This design comes from an exercise in tuning for small area, a short achievable clock period and few clock cycles per item on the open sky130 flow, not from production work.
The RTL was checked by simulation tests, not by an equivalence proof against the original design.

==> run C <==
==> flow/design.v (excerpt) <==
module multiplierIEEE754_verilog(
    op1,
    op2,
    in_rdy,
    res,
    res_rdy,
    clk,
    rst
    );
    input  wire [31:0] op1, op2;
    input  wire clk, in_rdy, rst;
    output reg  [31:0] res;
    output reg  res_rdy;
    wire [7:0]  e1 = op1[30:23];
    wire [7:0]  e2 = op2[30:23];
    wire [22:0] f1 = op1[22:0];
    wire [22:0] f2 = op2[22:0];
    wire        s1 = op1[31];
    wire        s2 = op2[31];
    wire        s  = s1 ^ s2;
    wire e1_max = &e1, e2_max = &e2;
    wire e1_0 = ~|e1, e2_0 = ~|e2;
    wire f1_0 = ~|f1, f2_0 = ~|f2;
    wire nan1 = e1_max & ~f1_0;
    wire nan2 = e2_max & ~f2_0;
    wire inf1 = e1_max & f1_0;
    wire inf2 = e2_max & f2_0;
    wire zer1 = e1_0 & f1_0;
    wire zer2 = e2_0 & f2_0;
    wire [8:0]  sum   = {1'b0, e1} + {1'b0, e2};
    wire [8:0]  t0    = sum - 9'd127;              
    wire        under = (sum < 9'd127);
    wire        dn    = e1_0 | e2_0;               
    wire        rare  = under | dn;
    wire [47:0] np;
    mul24 u_mul(.a({~e1_0, f1}), .b({~e2_0, f2}), .rn(rare), .p(np));
    wire [47:0] p = ~np;
    wire p47 = p[47];
    wire [22:0] fd = e1_0 ? f1 : f2;
    reg  [4:0]  lead;
    integer i;
    always @(*) begin
        lead = 5'd0;
        for (i = 0; i < 23; i = i + 1)
            if (fd[i]) lead = i[4:0];
    end
    wire [4:0]  a     = dn ? lead : 5'd0;
    wire [9:0]  b     = 10'd149 - {1'b0, sum};    
    wire        extra = b[9] | ({4'd0, a} > b[8:0]);
    wire [5:0]  rsh   = extra ? {1'b0, a} : b[5:0];
    wire        flush = ~extra & (b[8:0] >= 9'd48);
    wire [48:0] pv  = {p, 1'b0};
    wire [56:0] sh5 = rsh[5] ? {32'd0, pv[48:32]} : {8'd0, pv};
    wire [40:0] sh4 = rsh[4] ? sh5[56:16] : sh5[40:0];
    wire [32:0] sh3 = rsh[3] ? sh4[40:8]  : sh4[32:0];
    wire [28:0] sh2 = rsh[2] ? sh3[32:4]  : sh3[28:0];
    wire [26:0] sh1 = rsh[1] ? sh2[28:2]  : sh2[26:0];
    wire [25:0] sh0 = rsh[0] ? sh1[26:1]  : sh1[25:0];
    wire [25:0] y   = flush ? 26'd0 : sh0;
    wire        late  = extra & ~y[25];
    wire [24:0] qr    = late ? y[24:0] : y[25:1];
    reg         pend;
    reg  [24:0] qr_r;
    reg  [7:0]  eb_r;
  ...
export LEC_CHECK = 0
export ABC_AREA = 1
export CAP_MARGIN = 20
export CORE_MARGIN = 2
export CORE_UTILIZATION = 40
export SETUP_SLACK_MARGIN = 1
export SLEW_MARGIN = 20
export SYNTH_HIERARCHICAL = 1
create_clock -name core_clock -period 12.0 [get_ports {clk}]
standard.sh (not shown) runs the stock make flow with config.mk's settings and CLKGATE_MAP_FILE= SYNTH_SCRIPT=/design/flow/synth_recipe.tcl, a recipe that flattens the netlist after the stock synthesis.
==> flow/flow/run.sh <==
#!/bin/bash
# The standard layout (the standard.sh, all of ORFS from synthesis to
# finish), except that the input and output ports are buffered with buf_2
# cells instead of the cell buffer_ports picks by itself.
set -euo pipefail
bash standard.sh "BUFFER_PORTS_ARGS=-buffer_cell sky130_fd_sc_hd__buf_2" finish > standard_flow.log 2>&1
==> run E: changes against run C <==
--- a/flow/design.v
+++ b/flow/design.v
@@ -65,157 +65,35 @@
     reg  [7:0]  eb_r;
     reg         s_r;
     wire [7:0]  eb_p = eb_r + 8'd1;
     wire [23:0] x  = pend ? qr_r[24:1] : p[47:24];
     wire        xc = pend ? qr_r[0] : (p[23] & p[22]);
     wire [24:0] q = {x, xc};
-    wire [22:0] mr;
-    wire        ovf;
-    wire pc1;
-    pnd u_pc1 (.a(q[1]), .b(q[0]), .y(pc1));
-    wire pc2;
-    pnd u_pc2 (.a(q[3]), .b(q[2]), .y(pc2));
-    wire pc3;
-    pnd u_pc3 (.a(q[5]), .b(q[4]), .y(pc3));
-    wire pc4;
-    pnd u_pc4 (.a(q[7]), .b(q[6]), .y(pc4));
-    wire pc5;
-    pnd u_pc5 (.a(q[9]), .b(q[8]), .y(pc5));
-    wire pc6;
-    pnd u_pc6 (.a(q[11]), .b(q[10]), .y(pc6));
-    wire pc7;
-    pnd u_pc7 (.a(q[13]), .b(q[12]), .y(pc7));
-    wire pc8;
-    pnd u_pc8 (.a(q[15]), .b(q[14]), .y(pc8));
-    wire pc9;
-    pnd u_pc9 (.a(q[17]), .b(q[16]), .y(pc9));
-    wire pc10;
-    pnd u_pc10 (.a(q[19]), .b(q[18]), .y(pc10));
-    wire pc11;
-    pnd u_pc11 (.a(q[21]), .b(q[20]), .y(pc11));
-    wire pc12;
-    pnd u_pc12 (.a(q[23]), .b(q[22]), .y(pc12));
-    wire pc13;
-    pan u_pc13 (.an(pc1), .b(q[2]), .y(pc13));
-    wire pc14;
-    pnr u_pc14 (.a(pc2), .b(pc1), .y(pc14));
-    wire pc15;
-    pan u_pc15 (.an(pc3), .b(q[6]), .y(pc15));
-    wire pc16;
-    pnr u_pc16 (.a(pc4), .b(pc3), .y(pc16));
-    wire pc17;
-    pan u_pc17 (.an(pc5), .b(q[10]), .y(pc17));
-    wire pc18;
-    pnr u_pc18 (.a(pc6), .b(pc5), .y(pc18));
-    wire pc19;
-    pan u_pc19 (.an(pc7), .b(q[14]), .y(pc19));
-    wire pc20;
-    pnr u_pc20 (.a(pc8), .b(pc7), .y(pc20));
-    wire pc21;
-    pan u_pc21 (.an(pc9), .b(q[18]), .y(pc21));
-    wire pc22;
-    pnr u_pc22 (.a(pc10), .b(pc9), .y(pc22));
-    wire pc23;
-    pan u_pc23 (.an(pc11), .b(q[22]), .y(pc23));
-    wire pc24;
-    pnr u_pc24 (.a(pc12), .b(pc11), .y(pc24));
-    wire pc25;
-    pnd u_pc25 (.a(q[4]), .b(pc14), .y(pc25));
-    wire pc26;
-    pan u_pc26 (.an(pc3), .b(pc14), .y(pc26));
-    wire pc27;
-    pnd u_pc27 (.a(pc15), .b(pc14), .y(pc27));
-    wire pc28;
-    pnd u_pc28 (.a(pc16), .b(pc14), .y(pc28));
-    wire pc29;
-    pnd u_pc29 (.a(q[12]), .b(pc18), .y(pc29));
-    wire pc30;
-    pan u_pc30 (.an(pc7), .b(pc18), .y(pc30));
-    wire pc31;
-    pnd u_pc31 (.a(pc19), .b(pc18), .y(pc31));
-    wire pc32;
-    pnd u_pc32 (.a(pc20), .b(pc18), .y(pc32));
-    wire pc33;
-    pnd u_pc33 (.a(q[20]), .b(pc22), .y(pc33));
-    wire pc34;
-    pan u_pc34 (.an(pc11), .b(pc22), .y(pc34));
-    wire pc35;
-    pnd u_pc35 (.a(pc23), .b(pc22), .y(pc35));
-    wire pc36;
-    pnd u_pc36 (.a(pc24), .b(pc22), .y(pc36));
-    wire pc37;
-    pan u_pc37 (.an(pc28), .b(q[8]), .y(pc37));
-    wire pc38;
-    pnr u_pc38 (.a(pc5), .b(pc28), .y(pc38));
-    wire pc39;
-    pan u_pc39 (.an(pc28), .b(pc17), .y(pc39));
-    wire pc40;
-    pan u_pc40 (.an(pc28), .b(pc18), .y(pc40));
-    wire pc41;
-    pnr u_pc41 (.a(pc29), .b(pc28), .y(pc41));
-    wire pc42;
-    pan u_pc42 (.an(pc28), .b(pc30), .y(pc42));
-    wire pc43;
-    pnr u_pc43 (.a(pc31), .b(pc28), .y(pc43));
-    wire pc44;
-    pnr u_pc44 (.a(pc32), .b(pc28), .y(pc44));
-    wire pc45;
-    pan u_pc45 (.an(pc36), .b(q[24]), .y(pc45));
-    wire pc46;
-    pnd u_pc46 (.a(q[16]), .b(pc44), .y(pc46));
-    wire pc47;
-    pan u_pc47 (.an(pc9), .b(pc44), .y(pc47));
-    wire pc48;
-    pnd u_pc48 (.a(pc21), .b(pc44), .y(pc48));
-    wire pc49;
-    pnd u_pc49 (.a(pc22), .b(pc44), .y(pc49));
-    wire pc50;
-    pan u_pc50 (.an(pc33), .b(pc44), .y(pc50));
-    wire pc51;
-    pnd u_pc51 (.a(pc34), .b(pc44), .y(pc51));
-    wire pc52;
-    pan u_pc52 (.an(pc35), .b(pc44), .y(pc52));
-    wire pc53;
-    pan u_pc53 (.an(pc36), .b(pc44), .y(pc53));
-    wire pc54;
-    pnd u_pc54 (.a(pc45), .b(pc44), .y(pc54));
-    assign mr[0] = x[0] ^ q[0];
-    assign mr[1] = ~(x[1] ^ pc1);
-    assign mr[2] = x[2] ^ pc13;
-    assign mr[3] = x[3] ^ pc14;
-    assign mr[4] = ~(x[4] ^ pc25);
-    assign mr[5] = x[5] ^ pc26;
-    assign mr[6] = ~(x[6] ^ pc27);
-    assign mr[7] = ~(x[7] ^ pc28);
-    assign mr[8] = x[8] ^ pc37;
-    assign mr[9] = x[9] ^ pc38;
-    assign mr[10] = x[10] ^ pc39;
-    assign mr[11] = x[11] ^ pc40;
-    assign mr[12] = x[12] ^ pc41;
-    assign mr[13] = x[13] ^ pc42;
-    assign mr[14] = x[14] ^ pc43;
-    assign mr[15] = x[15] ^ pc44;
-    assign mr[16] = ~(x[16] ^ pc46);
-    assign mr[17] = x[17] ^ pc47;
-    assign mr[18] = ~(x[18] ^ pc48);
-    assign mr[19] = ~(x[19] ^ pc49);
-    assign mr[20] = x[20] ^ pc50;
-    assign mr[21] = ~(x[21] ^ pc51);
-    assign mr[22] = x[22] ^ pc52;
-    assign ovf = ~pc54;
+    wire [24:0] c1, c2, c3, c4, c5;
+    genvar k;
+    generate
+        for (k = 0; k < 25; k = k + 1) begin : g_pre
+            assign c1[k] = (k % 2  >= 1) ? (q[k]  & q[k - k % 2 + 0]  ) : q[k];
+            assign c2[k] = (k % 4  >= 2) ? (c1[k] & c1[k - k % 4 + 1] ) : c1[k];
+            assign c3[k] = (k % 8  >= 4) ? (c2[k] & c2[k - k % 8 + 3] ) : c2[k];
+            assign c4[k] = (k % 16 >= 8) ? (c3[k] & c3[k - k % 16 + 7]) : c3[k];
+            assign c5[k] = (k % 32 >= 16) ? (c4[k] & c4[k - k % 32 + 15]) : c4[k];
+        end
+    endgenerate
+    wire [22:0] mr  = x[22:0] ^ c5[22:0];
+    wire        ovf = c5[24];
     wire        sh  = pend | p47;
     wire [22:0] mm  = sh ? mr : p[45:23];
     wire [7:0]  tx0 = t0[7:0];
     wire [7:0]  tx1 = t0[7:0] + 8'd1;
     wire [7:0]  tx2 = t0[7:0] + 8'd2;
     wire [7:0]  ab  = {3'd0, a} - b[7:0];
     wire [7:0]  abm = ab - 8'd1;
+    wire [7:0]  en  = p47 ? (ovf ? tx2 : tx1) : tx0;
     wire [7:0]  eb  = ~extra ? 8'd0 : (late ? abm : ab);
-    wire [7:0]  te0 = pend ? eb_r : (p47 ? tx1 : tx0);
-    wire [7:0]  te1 = pend ? eb_p : tx2;
-    wire [7:0]  te  = ovf ? te1 : te0;
+    wire [7:0]  te  = pend ? (ovf ? eb_p : eb_r) : en;
     wire special = nan1 | nan2 | inf1 | inf2 | zer1 | zer2 | (e1_0 & e2_0);
     wire slow    = rare & ~special;
     reg [31:0] r;
     always @(*) begin
         if (pend | ~special)
             r = {pend ? s_r : s, te, mm};
@@ -242,27 +120,12 @@
             res_rdy <= 1'b0;
         end else begin
             pend    <= in_rdy & slow;
             res_rdy <= (in_rdy & ~slow) | pend;
         end
 endmodule
-module pnd(a, b, y);
-    input  wire a, b;
-    output wire y;
-    assign y = ~(a & b);
-endmodule
-module pnr(a, b, y);
-    input  wire a, b;
-    output wire y;
-    assign y = ~(a | b);
-endmodule
-module pan(an, b, y);
-    input  wire an, b;
-    output wire y;
-    assign y = ~an & b;
-endmodule
 module mul24(a, b, rn, p);
     input  wire [23:0] a;
     input  wire [23:0] b;
     input  wire rn;        
     output wire [47:0] p;
     wire pp0_0 = ~(a[0] & b[0]);
==> flow/flow/run.sh (replaced) <==
#!/bin/bash
# The standard layout (the standard.sh, all of ORFS from synthesis to
# finish), except that the input and output ports are buffered with buf_4
# cells instead of the cell buffer_ports picks by itself.
set -euo pipefail
bash standard.sh "BUFFER_PORTS_ARGS=-buffer_cell sky130_fd_sc_hd__buf_4" finish > standard_flow.log 2>&1
==> run Z: changes against run C <==
==> flow/flow/run.sh (replaced) <==
#!/bin/bash
# The standard layout (the standard.sh, all of ORFS from synthesis to
# finish), except that the input and output ports are buffered with buf_4
# cells instead of the cell buffer_ports picks by itself.
set -euo pipefail
bash standard.sh "BUFFER_PORTS_ARGS=-buffer_cell sky130_fd_sc_hd__buf_4" finish > standard_flow.log 2>&1
==> notes.md <==
Detail Placement HPWL 56,600 um; GRT Total Usage 0.263; Seq area share 0.0560; fmax 0.0967 GHz; Initial DRT Pass Iterations 6; Adder-Cell Fraction of Synth Area 0.476; post-route setup slack 1.66 ns; highest metal used met4; FF/Latch Area 1370 sq um; die height 248 um; Initial Util 0.404; Metal-1 WL 33,900 um; pre-CTS setup slack 1.00 ns; status finished clean; Critical Path RT 12.29 ns
the above is filed under run Z

==> notes.md <==
CP max FO 11; largest stage delay on the critical path 0.58 ns; Initial Util 0.404; highest metal used met5; post-route setup slack 1.53 ns; status finished clean; Seq area share 0.0560; pre-CTS setup slack 0.987 ns; Adder-Cell Fraction of Synth Area 0.476; GRT Total Usage 0.269; Initial DRT Pass Iterations 6; FF/Latch Area 1370 sq um; fmax 0.0956 GHz; Detail Placement HPWL 60,200 um; Critical Path RT 12.29 ns
the above is filed under run C

==> notes.md <==
status finished clean; FF/Latch Area 1370 sq um; Initial Util 0.403; Adder-Cell Fraction of Synth Area 0.480; Die Area 61,100 sq um; Critical Path RT 12.25 ns; die height 247 um; Initial DRT Pass Iterations 5; Detail Placement HPWL 57,000 um; Metal-1 WL 33,700 um; Resize count post-CTS 0; fmax 0.0959 GHz; Seq area share 0.0554; Distinct cells, synth 63
the above is filed under run E

Testbench counts of run C, summed over its fixed seeds: cycles 6,488, items 3,200.
Testbench counts of run E, summed over its fixed seeds: cycles 6,488, items 3,200.
Testbench counts of run Z, summed over its fixed seeds: cycles 6,488, items 3,200.

## what the ideal ports hide
How much do the figures lean on ideal ports? The routed layouts below were timed once more, with nothing changed but the port constraints. Step 1 assumes that a clkbuf_16 drives the clock port and a buf_2 every other input. Step 2 moves the port delays by t, midway between the first and last clock arrival at a register: inputs arrive t later, outputs are due t later. That takes back most of the time a late clock gives input paths. a / b / c = ideal / step 1 / step 2; a / b = the first two.
run | t (ns) | setup WS [ns] | hold slack, ns | worst register clock-pin slew, ns | worst slew at a driven data input, ns
run C | 0.384 | 1.535 / 1.547 / 1.163 | 0.613 / 0.613 / 0.613 | 0.08 / 0.08 | 0.08
run E | 0.403 | 1.571 / 1.583 / 1.180 | 0.557 / 0.557 / 0.557 | 0.07 / 0.07 | 0.07
run Z | 0.380 | 1.656 / 1.659 / 1.279 | 0.612 / 0.612 / 0.612 | 0.07 / 0.07 | 0.04
After both steps every run listed still meets setup and hold. For run E, which loses most, drivers alone change the setup slack by +0.012 ns; drivers and shift together by -0.391 ns.
